Context: an optimization exercise on an open-source flow, tuned for small area. The choices shown serve that exercise and are no tape-out recipe. The RTL was checked by simulation tests, not by an equivalence proof against the original design.

Setup of job 9698:
## pe_unit
module pe_unit (
    input   logic           clk,
    input   logic           rst,
    input   logic           valid_i,
    input   logic [3:0]     ctrl_i,
    input   logic           mode_i,
    input   poly_arith_pkg::coeff_t         op_a0_i,
    input   poly_arith_pkg::coeff_t         op_a1_i,
    input   poly_arith_pkg::coeff_t         op_a2_i,
    input   poly_arith_pkg::coeff_t         op_a3_i,
    input   poly_arith_pkg::coeff_t         op_b0_i,
    input   poly_arith_pkg::coeff_t         op_b1_i,
    input   poly_arith_pkg::coeff_t         op_b2_i,
    input   poly_arith_pkg::coeff_t         op_b3_i,
    output  poly_arith_pkg::coeff_t         z0_o,
    output  poly_arith_pkg::coeff_t         z1_o,
    output  poly_arith_pkg::coeff_t         z2_o,
    output  poly_arith_pkg::coeff_t         z3_o,
    output  logic           valid_o
);
For scale: ~5,100 cells after synthesis, about 150 I/O pins, ~51,000 sq um of cells after synthesis.
clock: 9.5 ns
lec_check: 0
cap_margin: 20
core_margin: 2
core_utilization: 60
cts_buf_list: sky130_fd_sc_hd__clkbuf_4
place_density: 0.75
slew_margin: 20
standard.sh (not shown) runs the stock make flow with config.mk's settings and CLKGATE_MAP_FILE= SYNTH_SCRIPT=/design/flow/synth_recipe.tcl, a recipe that flattens the netlist after the stock synthesis.
==> flow/flow/run.sh <==
#!/bin/bash
set -euo pipefail
R=orfs/results/${FLOW_PLATFORM}/pe_unit/base
bash standard.sh synth > synth.log 2>&1
cp "$R/1_2_yosys.v" "$R/1_2_yosys.orig.v"
python3 flow/fixinv.py "$R/1_2_yosys.orig.v" "$R/1_2_yosys.v" > fixinv.log 2>&1
rm -f "$R/1_synth.odb" "$R/1_synth.sdc"
bash standard.sh finish "BUFFER_PORTS_ARGS=-buffer_cell sky130_fd_sc_hd__buf_1" \
  "CTS_ARGS=-sink_clustering_enable -repair_clock_nets -buf_list {sky130_fd_sc_hd__clkbuf_4} -dont_use_dummy_load" \
  > finish.log 2>&1
Other scripts of this flow, unchanged in this note and not shown: flow/flow/fixinv.py
In summary, job 9698 completed successfully, with a layout that passed the timing, design-rule and antenna checks.
#### Input delta (job 3041 over job 9698)
diff --git a/flow/design.v b/flow/design.v
--- a/flow/design.v
+++ b/flow/design.v
@@ -538,33 +538,45 @@
   wire mul12_t214 = (mul12_t174 & mul12_t175) | (mul12_t174 & mul12_t141) | (mul12_t175 & mul12_t141);
   wire mul12_t215 = mul12_t176 ^ mul12_t177 ^ pp[140];
   wire mul12_t216 = (mul12_t176 & mul12_t177) | (mul12_t176 & pp[140]) | (mul12_t177 & pp[140]);
   wire mul12_t217 = mul12_t178 ^ mul12_t179 ^ pp[141];
   wire mul12_t218 = (mul12_t178 & mul12_t179) | (mul12_t178 & pp[141]) | (mul12_t179 & pp[141]);
   wire mul12_t219 = mul12_t180 ^ pp[131] ^ pp[142];
   wire mul12_t220 = (mul12_t180 & pp[131]) | (mul12_t180 & pp[142]) | (pp[131] & pp[142]);
   wire [23:0] ra = {1'b0, mul12_t220, mul12_t218, mul12_t216, mul12_t214, mul12_t212, mul12_t210, mul12_t208, mul12_t206, mul12_t204, mul12_t202, mul12_t200, mul12_t198, mul12_t196, mul12_t194, mul12_t192, mul12_t190, mul12_t188, mul12_t186, mul12_t184, mul12_t182, mul12_t181, pp[1], pp[0]};
   wire [23:0] rb = {1'b0, pp[143], mul12_t219, mul12_t217, mul12_t215, mul12_t213, mul12_t211, mul12_t209, mul12_t207, mul12_t205, mul12_t203, mul12_t201, mul12_t199, mul12_t197, mul12_t195, mul12_t193, mul12_t191, mul12_t189, mul12_t187, mul12_t185, mul12_t183, pp[24], pp[12], 1'b0};
-  wire [6:0] lc; assign lc[0] = 1'b0;
-  wire [5:0] lo;
+  wire [12:0] lc; assign lc[0] = 1'b0;
+  wire [11:0] lo;
   assign lo[0] = ra[0] ^ rb[0] ^ lc[0];
   assign lc[1] = (ra[0] & rb[0]) | (lc[0] & (ra[0] ^ rb[0]));
   assign lo[1] = ra[1] ^ rb[1] ^ lc[1];
   assign lc[2] = (ra[1] & rb[1]) | (lc[1] & (ra[1] ^ rb[1]));
   assign lo[2] = ra[2] ^ rb[2] ^ lc[2];
   assign lc[3] = (ra[2] & rb[2]) | (lc[2] & (ra[2] ^ rb[2]));
   assign lo[3] = ra[3] ^ rb[3] ^ lc[3];
   assign lc[4] = (ra[3] & rb[3]) | (lc[3] & (ra[3] ^ rb[3]));
   assign lo[4] = ra[4] ^ rb[4] ^ lc[4];
   assign lc[5] = (ra[4] & rb[4]) | (lc[4] & (ra[4] ^ rb[4]));
   assign lo[5] = ra[5] ^ rb[5] ^ lc[5];
   assign lc[6] = (ra[5] & rb[5]) | (lc[5] & (ra[5] ^ rb[5]));
-  wire [17:0] hi = ra[23:6] + rb[23:6] + lc[6];
+  assign lo[6] = ra[6] ^ rb[6] ^ lc[6];
+  assign lc[7] = (ra[6] & rb[6]) | (lc[6] & (ra[6] ^ rb[6]));
+  assign lo[7] = ra[7] ^ rb[7] ^ lc[7];
+  assign lc[8] = (ra[7] & rb[7]) | (lc[7] & (ra[7] ^ rb[7]));
+  assign lo[8] = ra[8] ^ rb[8] ^ lc[8];
+  assign lc[9] = (ra[8] & rb[8]) | (lc[8] & (ra[8] ^ rb[8]));
+  assign lo[9] = ra[9] ^ rb[9] ^ lc[9];
+  assign lc[10] = (ra[9] & rb[9]) | (lc[9] & (ra[9] ^ rb[9]));
+  assign lo[10] = ra[10] ^ rb[10] ^ lc[10];
+  assign lc[11] = (ra[10] & rb[10]) | (lc[10] & (ra[10] ^ rb[10]));
+  assign lo[11] = ra[11] ^ rb[11] ^ lc[11];
+  assign lc[12] = (ra[11] & rb[11]) | (lc[11] & (ra[11] ^ rb[11]));
+  wire [11:0] hi = ra[23:12] + rb[23:12] + lc[12];
   assign p = {hi, lo};
 endmodule
 module pe_unit (
     input   logic           clk,
     input   logic           rst,
     input   logic           valid_i,
     input   logic [3:0]     ctrl_i,
     input   logic           mode_i,
     input   poly_arith_pkg::coeff_t         op_a0_i,
Findings:
- Job 3041 vs. job 9698: setup slack of the critical path after layout fell by 0.012 ns; number of hold-slack violations in the final timing report closely matched the old numbers.
- Sort job 9698 and job 3041 by overall routed net length asc -> top: job 3041

==> what the ideal ports hide <==
No port has a modelled driver above. Below, the same layouts with a new extraction and two added sets of constraints.
Step 1: set_driving_cell puts a clkbuf_16 on clk and a buf_2 on each other input, an assumption about the parent block.
Step 2 adds t to the input delays and takes it off the output delays; t is the mean of the earliest and latest rising clock arrival at the registers after step 1. Input paths then give back, and output paths get back, about the clock's delay inside the block.
Slacks: ideal / step 1 / step 2; pairs: ideal / step 1.
| run | t (ns) | setup slack, ns | clock arrival spread, ns | worst slew at a driven data input, ns | pins driven straight from the clock port |
|---|---|---|---|---|---|
| job 9698 | 1.119 | 0.072 / 0.072 / -0.077 | 0.144 / 0.143 | 0.08 | 1 |
| job 3041 | 1.087 | 0.060 / 0.060 / -0.455 | 0.134 / 0.134 | 0.15 | 1 |
Met with ideal ports but missed after step 2: setup timing in job 9698 and job 3041. For job 3041, which loses most, drivers alone change the setup slack by 0.000 ns; drivers and shift together by -0.515 ns.
